What follows belongs to an exercise in optimizing a design on an open flow for small area, a short achievable clock period and few clock cycles per item; a production flow would make more cautious choices. Function was checked by simulation only, so behaviour that the tests miss may differ from the original. No activity file was given, so power comes from the tool's default toggle rates.

## flow/design.v (module list and top-level ports; edited modules follow where they fit)
// module fa: 4 lines
// module ha: 4 lines
// module lc: 3 lines
// module mul: 3464 lines
// module random: 627 lines
// module barnsley: 47 lines
module barnsley #(
    parameter FP_WIDTH = 25,
    parameter FP_INT = 5
    ) (
    input  wire clk,
    input  wire reset,
    output wire [19:0] iter_max,
    input  wire iter_change,
    output reg  done,
    output wire complete,
    output reg  signed [FP_WIDTH-1:0] xn,
    output reg  signed [FP_WIDTH-1:0] yn
    );
  // ...
==> flow/run.sh <==
#!/bin/bash
# synth_recipe.tcl (not shown) runs the flow's synth.tcl, then flattens the netlist and writes it again
# the make line also repeats each setting of config.mk as NAME=value (left out here)
make -C /OpenROAD-flow-scripts/flow DESIGN_CONFIG=/design/flow/config.mk WORK_HOME=/design/flow/orfs CLKGATE_MAP_FILE= SYNTH_SCRIPT=/design/flow/synth_recipe.tcl finish
==> flow/config.mk <==
export PLATFORM = sky130hd
export DESIGN_NAME = barnsley
export DESIGN_NICKNAME = barnsley
export VERILOG_FILES = /design/flow/design.v
export SDC_FILE = /design/flow/constraint.sdc
export NUM_CORES = 4
export LEC_CHECK = 0
export CAP_MARGIN = 20
export CORE_MARGIN = 2
export CORE_UTILIZATION = 40
export SLEW_MARGIN = 20
export SYNTH_HIERARCHICAL = 1
==> flow/constraint.sdc <==
create_clock -name core_clock -period 15.0 [get_ports {clk}]
set_input_delay 3.0000 -clock core_clock [delete_from_list [all_inputs] [get_ports {clk}]]
set_output_delay 3.0000 -clock core_clock [all_outputs]
set_load 0.01 [all_outputs]
==> notes.md, run 1 <==
status = timing/DRC/antenna clean
gr usage total = 0.258
largest reg by FF count = random_inst.t
most frequent cells in the layout = fa_1, nand2_1, ha_1
met2 Use GR = 0.429
Critical path origin = random_inst.ctl[54]
Tot Pwr = 0.872 mW
Multi-In Gates = 3092
Core Footprint = 98400 sq um
final worst slack = 6.96 ns
Fin Hold WS = 0.586 ns
first-pass GRT wire length = 201000 um
metal2 WL = 62100 um
sw power = 0.272 mW
multi-input gate share of the layout cell area = 0.815
Worst Path Max Fanout = 63
ant diodes = 1
cts hold-fix bufs = 0
top routing layer in use = met5
power per cell area = 21.2 nW/um^2
P_clk = 0.426 mW
Flop pwr share = 0.380
Logic power comb = 0.115 mW
most common cell after layout, fill and taps aside = fa_1
Pre-antenna DRT Iters = 8
nonclk buf count = 145
hold endpoint = n[12]
Tcrit/Tclk final = 0.536
CTS tree = yes
tap cells = 1287
Total Routed Length = 130000 um
I/O pins = 75
Final nets = 4858
Critical Path Start Type = flip-flop
Testbench counts, summed over its fixed seeds: cycles 80,000, points 80,000.
==> run 2, diff against run 1 <==
--- a/flow/config.mk
+++ b/flow/config.mk
@@ -6,7 +6,7 @@
 export NUM_CORES = 4
 export LEC_CHECK = 0
-export CAP_MARGIN = 20
+export CAP_MARGIN = 85
 export CORE_MARGIN = 2
 export CORE_UTILIZATION = 40
-export SLEW_MARGIN = 20
+export SLEW_MARGIN = 90
 export SYNTH_HIERARCHICAL = 1
==> notes.md, run 2 <==
status = finished with violations (was timing/DRC/antenna clean)
failing layout criteria = negative setup slack
CP endpoint kind = flip-flop (unchanged)
Initial Utilization = 0.404 (unchanged)
Final nets = 6285 (was 4858)
largest net degree at the start of global routing = 21 (was 158)
CTS tree = yes (unchanged)
Critical Path Start Type = flip-flop (unchanged)
# setup viols final = 1 (was 0)
ys async rst share = 0.992 (unchanged)
vias per inst = 7.54 (was 6.13)
highest clock rate = 66.4 MHz (was 124 MHz)
CP required = 15.50 ns (was 15.37 ns)
Lkg Pwr = 27.6 nW (was 17.2 nW)
Core Footprint = 98400 sq um (unchanged)
GRT overflow = 0 (unchanged)
Worst-Skew Late Latency = 0.56 ns (was 0.52 ns)
Synth area leaders = fa_1, ha_1, dfrtp_1, o21ai_0, nand2_1 (unchanged)
reg2reg setup slack = -0.06 ns (was 6.96 ns)
register area = 3340 sq um (was 3050 sq um)
Mapped Cells = 3941 (unchanged)
number of flip-flops in the largest register = 31 (unchanged)
slowest CP cell = clkdlybuf4s50_1 (was dfrtp_4)
I/O pins = 75 (unchanged)
Pins Over Slew Limit = 0 (unchanged)
largest reg by FF count = random_inst.t (unchanged)
H-Tree Depth = 4 (unchanged)
Buffers on Ports = 63 (unchanged)
synthesis-to-finish area growth = 74.4% (was 3.45%)
worst reg2reg endpoint = yn[13] (was xn[23])
MaxCap Viol Count = 0 (unchanged)
Final ANT Viol Nets = 0 (unchanged)
Post-Synthesis Cell Area = 39700 sq um (unchanged)
die area = 102000 sq um (unchanged)
Yosys cell types = 89 (unchanged)
Die Height = 319 um (unchanged)
Pre-antenna DRT Iters = 12 (was 8)
gr usage total = 0.383 (was 0.258)
Largest regs = random_inst.t x31, xn x25, yn x25 (unchanged)
Avg Cell Area, Syn = 10.1 sq um (unchanged)
Critical path origin = random_inst.ctl[72] (was random_inst.ctl[54])
Placement Cell Area = 62500 sq um (was 40600 sq um)
Hold Path Class = reg2reg (unchanged)
hpwl dp = 146000 um (was 88600 um)
RePlAce Congestion = 0.898 (unchanged)
Total Routed Length = 276000 um (was 130000 um)
Max clock buf depth = 2 (unchanged)
Worst-path clk slew = 0.12 ns (was 0.07 ns)
Synth Flop Type = dfrtp_1 (unchanged)
worst setup path endpoint = yn[13] (was xn[23])
Num Clock Sinks = 120 (unchanged)
Slew headroom = 0.503 (was 0.320)
final hold violation count = 0 (unchanged)
FP Rows = 115 (unchanged)
most frequent cell after synthesis = fa_1 (unchanged)
first-pass GRT wire length = 288000 um (was 201000 um)
Yosys top cell area share = 0.441 (unchanged)
Data arrival, critical path = 15.56 ns (was 8.41 ns)
Seq cells post-synth = 120 (unchanged)
commonest cells in the netlist = fa_1, nand2_1, ha_1 (unchanged)
Tcrit/Tclk final = 1.00 (was 0.536)
Worst VDD drop = 128 uV (was 113 uV)
fillers = 5201 (was 9597)
DRT iter0 DRCs = 9033 (was 3229)
drt drc = 0 (unchanged)
initial antenna violation count = 23 (was 3)
final worst slack = -0.0580 ns (was 6.96 ns)
most frequent cells in the layout = fa_1, clkdlybuf4s50_1, buf_6 (was fa_1, nand2_1, ha_1)
worst r2r path cells = 48 (was 19)
root buffer cell = clkbuf_16 (unchanged)
final instance area = 69300 sq um (was 41100 sq um)
vias in the first global route = 44900 (was 32600)
skew final = 0.0482 ns (was 0.0336 ns)
Worst Path Max Fanout = 10 (was 63)
most used cell, CP = clkdlybuf4s50_1 (was fa_1)
most common cell after layout, fill and taps aside = fa_1 (unchanged)
chip width = 319 um (unchanged)
TritonCTS buffer count = 17 (unchanged)
Crit Path Class = reg2reg (unchanged)
largest area contributor in the netlist = fa_1 (unchanged)
Multi-input gate area = 46100 sq um (was 33500 sq um)
sequential share of the synthesized area = 0.0762 (unchanged)
EDFF count, synth = 0 (unchanged)
DR WL/cell = 43.0 um (was 26.1 um)
max incr delay on CP = 0.60 ns (was 0.81 ns)
final worst path period need = 15.06 ns (was 8.04 ns)
Yosys warning count = 8 (unchanged)
worst slew pin tran = 0.743 ns (was 1.02 ns)
Core Util, Final = 0.704 (was 0.418)
layout cell share with drive strength beyond 1 = 0.537 (was 0.0838)
Critical R2R Launch = random_inst.ctl[72] (was random_inst.ctl[54])
setup TNS = -0.0580 ns (was 0 ns)
total number of vias = 48500 (was 30500)
power per cell area = 14.4 nW/um^2 (was 21.2 nW/um^2)
## run 2: cell counts after synthesis
No cell type changed its count.
## run 2: how the worst min path moves through the flow
stage | cells past startpoint | from | endpoint
floorplan | 2 | random_inst.mnext[2] | random_inst.mnext[2]
global placement | 1 | n[0] | n[0]
detailed placement | 1 | n[2] | n[2]
CTS | 1 | n[2] | n[2]
global route | 1 | n[12] | n[12]
finish | 1 | n[12] | n[12]
## run 2: cells by family (layout without fill, tap and decap cells)
family,Yosys count,in the layout,share of synthesized area
compound gates,917,917,0.158
xor+xnor,90,90,0.0200
fa+ha+maj,1181,1181,0.537
buf+inv,738,1902,0.0823
flops,120,120,0.0762
mux,115,115,0.0312
other cells,2,35,0.000189
simple gates,778,778,0.0947
## run 2: layout make-up
class,count,area share
Antenna cell,24,0.000866
Clock buffer,20,0.00659
Clock inverter,12,0.00170
Inverter,298,0.0227
Multi-Input combinational cell,3092,0.665
Sequential cell,120,0.0482
Tap cell,1287,0.0232
Timing Repair Buffer,1572,0.232
## run 2: per-stage QoR
stage          hold WS (ns)  setup slack [ns]  power, mW  instances
5_1_grt               0.557            -0.143       1.02       6413
3_5_place_dp          0.554             -5.80      0.493       6032
2_1_floorplan         0.507              8.15      0.407       3950
6_report              0.537           -0.0580      0.999       6425
3_3_place_gp          0.539              7.16      0.449       4942
4_1_cts               0.565             0.106      0.945       6016
## run 2: power breakdown
| group | internal (mW) | leakage [nW] | switching, mW |
|---|---|---|---|
| logic | 0.0942 | 26.0 | 0.102 |
| clock network | 0.238 | 0.270 | 0.230 |
| registers | 0.328 | 1.33 | 0.00660 |
## run 2: per-layer routing
| layer | global-route usage | wire, um | vias to the layer above |
|---|---|---|---|
| met1 | 0.407 | 78000 | 23000 |
| li1 | - | - | 15700 |
| met5 | 0.0151 | 3380 | - |
| met4 | 0.319 | 37300 | 99 |
| met2 | 0.580 | 106000 | 6417 |
| met3 | 0.175 | 51400 | 3248 |
## run 2: modules after synthesis, one instance, submodules excluded
module,area [sq um],flops+latches
barnsley,2580,68
fa,20.0,0
ha,12.5,0
lc,17.5,0
mul,14100,0
random,4040,52
## run 2: timing repair
action                     CTS  global route
pin swaps                   13            37
hold buffers                 0             0
cloned                       1             0
buffers inserted             7            37
resized for setup           36            59
setup endpoints to repair   50            61
## run 2: critical path: cells and delay by family, from the launching register on
kind / cells / cell delay (ns)
buf+inv: 35 / 11.55
fa+ha+maj: 4 / 1.75
compound gates: 8 / 1.16
flops: 1 / 0.43
xor+xnor: 1 / 0.14
==> run 3, diff against run 2 <==
--- a/flow/config.mk
+++ b/flow/config.mk
@@ -6,7 +6,7 @@
 export NUM_CORES = 4
 export LEC_CHECK = 0
-export CAP_MARGIN = 85
+export CAP_MARGIN = 50
 export CORE_MARGIN = 2
 export CORE_UTILIZATION = 40
-export SLEW_MARGIN = 90
+export SLEW_MARGIN = 75
 export SYNTH_HIERARCHICAL = 1
==> notes.md, run 3 <==
status = timing/DRC/antenna clean (was finished with violations)
Post-CTS Resized = 0 (was 36)
I/O pins = 75 (unchanged)
drt drc = 0 (unchanged)
DRT iter0 DRCs = 2995 (was 9033)
TritonCTS buffer count = 17 (unchanged)
synthesis-to-finish area growth = 6.99% (was 74.4%)
highest clock rate = 134 MHz (was 66.4 MHz)
largest net degree at the start of global routing = 53 (was 21)
Synth Flop Type = dfrtp_1 (unchanged)
# setup viols final = 0 (was 1)
hpwl dp = 91800 um (was 146000 um)
total number of vias = 30500 (was 48500)
Tcrit/Tclk final = 0.498 (was 1.00)
number of flip-flops in the largest register = 31 (unchanged)
slowest CP cell = fa_1 (was clkdlybuf4s50_1)
Buffers on Ports = 63 (unchanged)
Internal = 0.606 mW (was 0.661 mW)
Critical path buffers and inverters = 5 (was 35)
Worst-Skew Late Latency = 0.50 ns (was 0.56 ns)
Num Clock Sinks = 120 (unchanged)
Yosys warning count = 8 (unchanged)
Worst Path Max Fanout = 47 (was 10)
CP required = 15.36 ns (was 15.50 ns)
final worst slack = 7.52 ns (was -0.0580 ns)
Sw Share = 0.314 (was 0.339)
Hold Path Class = reg2reg (unchanged)
Initial Utilization = 0.404 (unchanged)
Max clock buf depth = 2 (unchanged)
Mapped Cells = 3941 (unchanged)
CP cell instances = buf_12 > buf_12 > buf_12 > inv_1 > buf_4 > o221ai_1 > fa_1 > fa_1 > fa_1 > fa_1 > fa_1 > fa_1 > ha_1 > ha_1 > ha_1 > and4_1 > and4_1 > nand3_1 > nor2_1 > nand3_1 > nor3_1 > a21oi_2 > xnor2_1
Core Footprint = 98400 sq um (unchanged)
dpl ws = 7.65 ns (was -5.80 ns)
Critical Path Start Type = flip-flop (unchanged)
Total Routed Length = 129000 um (was 276000 um)
post-CTS setup buffer count = 0 (was 7)
Die Height = 319 um (unchanged)
root buffer cell = clkbuf_16 (unchanged)
GRT overflow = 0 (unchanged)
Flop pwr share = 0.375 (was 0.335)
most frequent cells in the layout = fa_1, nand2_1, ha_1 (was fa_1, clkdlybuf4s50_1, buf_6)
commonest cells in the netlist = fa_1, nand2_1, ha_1 (unchanged)
vias in the first global route = 32600 (was 44900)
largest reg by FF count = random_inst.t (unchanged)
vias per inst = 6.09 (was 7.54)
layout cell share with drive strength beyond 1 = 0.116 (was 0.537)
Multi-input gate area = 33800 sq um (was 46100 sq um)
Yosys top cell area share = 0.441 (unchanged)
reg2reg setup slack = 7.52 ns (was -0.06 ns)
Final nets = 4896 (was 6285)
clock power share = 0.490 (was 0.469)
gr usage total = 0.258 (was 0.383)
first-pass GRT wire length = 201000 um (was 288000 um)
final instance area = 42500 sq um (was 69300 sq um)
Seq cells post-synth = 120 (unchanged)
RSZ-0062 raised after global routing = false
MaxCap Viol Count = 0 (unchanged)
most frequent cell after synthesis = fa_1 (unchanged)
Pre-antenna DRT Iters = 6 (was 12)
power per cell area = 20.8 nW/um^2 (was 14.4 nW/um^2)
sequential share of the synthesized area = 0.0762 (unchanged)
initial antenna violation count = 1 (was 23)
Post-Synthesis Cell Area = 39700 sq um (unchanged)
max incr delay on CP = 0.57 ns (was 0.60 ns)
die area = 102000 sq um (unchanged)
Fin Hold WS = 0.571 ns (was 0.537 ns)
Data arrival, critical path = 7.83 ns (was 15.56 ns)
Lkg Pwr = 17.7 nW (was 27.6 nW)
ant diodes = 0 (was 24)
most used cell, CP = fa_1 (was clkdlybuf4s50_1)
Crit Path Class = reg2reg (unchanged)
RePlAce Congestion = 0.898 (unchanged)
cts hold-fix bufs = 0 (unchanged)
Worst VDD drop = 101 uV (was 128 uV)
FP Rows = 115 (unchanged)
chip width = 319 um (unchanged)
worst reg2reg endpoint = yn[20] (was yn[13])
combinational share of power = 0.135 (was 0.196)
Largest regs = random_inst.t x31, xn x25, yn x25 (unchanged)
Pins Over Slew Limit = 0 (unchanged)
CTS tree = yes (unchanged)
most common cell after layout, fill and taps aside = fa_1 (unchanged)
Synth area leaders = fa_1, ha_1, dfrtp_1, o21ai_0, nand2_1 (unchanged)
final worst path period need = 7.48 ns (was 15.06 ns)
Critical R2R Launch = random_inst.ctl[72] (unchanged)
Critical path origin = random_inst.ctl[72] (unchanged)
worst r2r path cells = 23 (was 48)
DR WL/cell = 25.8 um (was 43.0 um)
EDFF count, synth = 0 (unchanged)
largest area contributor in the netlist = fa_1 (unchanged)
Placement Cell Area = 41800 sq um (was 62500 sq um)
Avg Cell Area, Syn = 10.1 sq um (unchanged)
ys async rst share = 0.992 (unchanged)
Crit path max-delay family = adder cells (was buffers and inverters)
register area = 3130 sq um (was 3340 sq um)
Final ANT Viol Nets = 0 (unchanged)
worst setup path endpoint = yn[20] (was yn[13])
skew final = 0.0248 ns (was 0.0482 ns)
Worst-path clk slew = 0.07 ns (was 0.12 ns)
Tot Pwr = 0.883 mW (was 0.999 mW)
CP endpoint kind = flip-flop (unchanged)
Levels on crit path = 23 (was 48)
sw power = 0.277 mW (was 0.339 mW)
setup TNS = 0 ns (was -0.0580 ns)
H-Tree Depth = 4 (unchanged)
final hold violation count = 0 (unchanged)
fillers = 9425 (was 5201)
Yosys cell types = 89 (unchanged)
## run 3: cell counts after synthesis
Identical to the previous run, type by type.
## run 3: Yosys stat by module, one instance, submodules excluded
module / copies in the design / cells
barnsley: 1 / 194
fa: 862 / 1
ha: 74 / 1
lc: 46 / 2
mul: 1 / 2282
random: 1 / 437
## run 3: worst min path at each step
stage	end	start	cells after the start
after detailed placement	random_inst.ctl[54]	random_inst.mnext[2]	2
after global placement	n[0]	n[0]	1
after floorplan	random_inst.mnext[2]	random_inst.mnext[2]	2
after global routing	n[0]	n[0]	1
final	n[0]	n[0]	1
after CTS	random_inst.ctl[54]	random_inst.mnext[2]	2
## run 3: power groups by stage
| stage | Combinational, mW | Clock [mW] | Sequential (mW) |
|---|---|---|---|
| after floorplan | 0.0715 | 0 | 0.336 |
| after global placement | 0.113 | 0 | 0.337 |
| after detailed placement | 0.120 | 0 | 0.337 |
| after CTS | 0.121 | 0.452 | 0.331 |
| after global routing | 0.129 | 0.458 | 0.332 |
| final | 0.119 | 0.432 | 0.331 |
## run 3: cells by family (layout without fill, tap and decap cells)
logic type                 count (synthesis)  after routing  synth area share
xor gates and xnor gates                  90             90            0.0200
other                                      2             11          0.000189
DFF                                      120            120            0.0762
adders and majority gates               1181           1181             0.537
buffers and inverters                    738            513            0.0823
muxes                                    115            115            0.0312
AOI/OAI and AO/OA                        917            917             0.158
and+or+nand+nor                          778            778            0.0947
## run 3: through the flow
stage / std cells / util
after CTS: 5009 / 0.430
after global routing: 5012 / 0.432
after detailed placement: 4977 / 0.425
final: 5012 / 0.432
after global placement: 4942 / 0.412
after floorplan: 3950 / -
## run 3: area by class of cell
| class | instances | share of cell area |
|---|---|---|
| clock inverter | 14 | 0.00300 |
| sequential | 120 | 0.0736 |
| clock buffer | 18 | 0.0103 |
| timing repair buffer | 183 | 0.0540 |
| inverter | 298 | 0.0273 |
| tap | 1287 | 0.0379 |
| multi-input combinational | 3092 | 0.794 |
## run 3: per-layer routing
metal / up-vias / part of all wire / track usage
met5: - / 0 / 0
met4: 0 / 0.047 / 0.119
met3: 364 / 0.078 / 0.0425
met2: 1647 / 0.48 / 0.426
met1: 15700 / 0.39 / 0.332
li1: 12800 / - / -
## run 3: worst reg2reg max path, cell delays in order, from the launching register on
cell      delay (ns)
dfrtp_4         0.56
buf_12          0.24
buf_12          0.24
buf_12          0.27
inv_1           0.16
buf_4           0.24
o221ai_1        0.27
fa_1            0.48
fa_1            0.42
fa_1            0.46
fa_1            0.41
fa_1            0.57
fa_1            0.43
ha_1            0.22
ha_1            0.28
ha_1            0.38
and4_1          0.30
and4_1          0.31
nand3_1         0.13
nor2_1          0.22
nand3_1         0.22
nor3_1          0.29
a21oi_2         0.09
xnor2_1         0.14

[separate check: timing with driven ports]
How much do the figures lean on ideal ports? The routed layouts below were timed once more, with nothing changed but the port constraints. Step 1 sets driving cells, clkbuf_16 on the clock port and buf_2 on the other inputs (assumed; they add their load-dependent delay and slew). Step 2 times the ports against the registers' clock, not the clock port: input delays grow and output delays shrink by t, the midpoint of the rising clock arrivals with the driver on. Slacks: ideal ports / drivers / drivers and shift; pairs: ideal ports / drivers.
run	shift t [ns]	slack for setup (ns)	worst hold slack (ns)	clock arrival spread, ns
run 1	0.564	6.965 / 6.965 / 6.965	0.586 / 0.586 / 0.586	0.034 / 0.035
run 2	0.603	-0.058 / -0.058 / -0.058	0.537 / 0.537 / 0.537	0.048 / 0.048
run 3	0.548	7.525 / 7.525 / 7.525	0.571 / 0.571 / 0.571	0.025 / 0.025
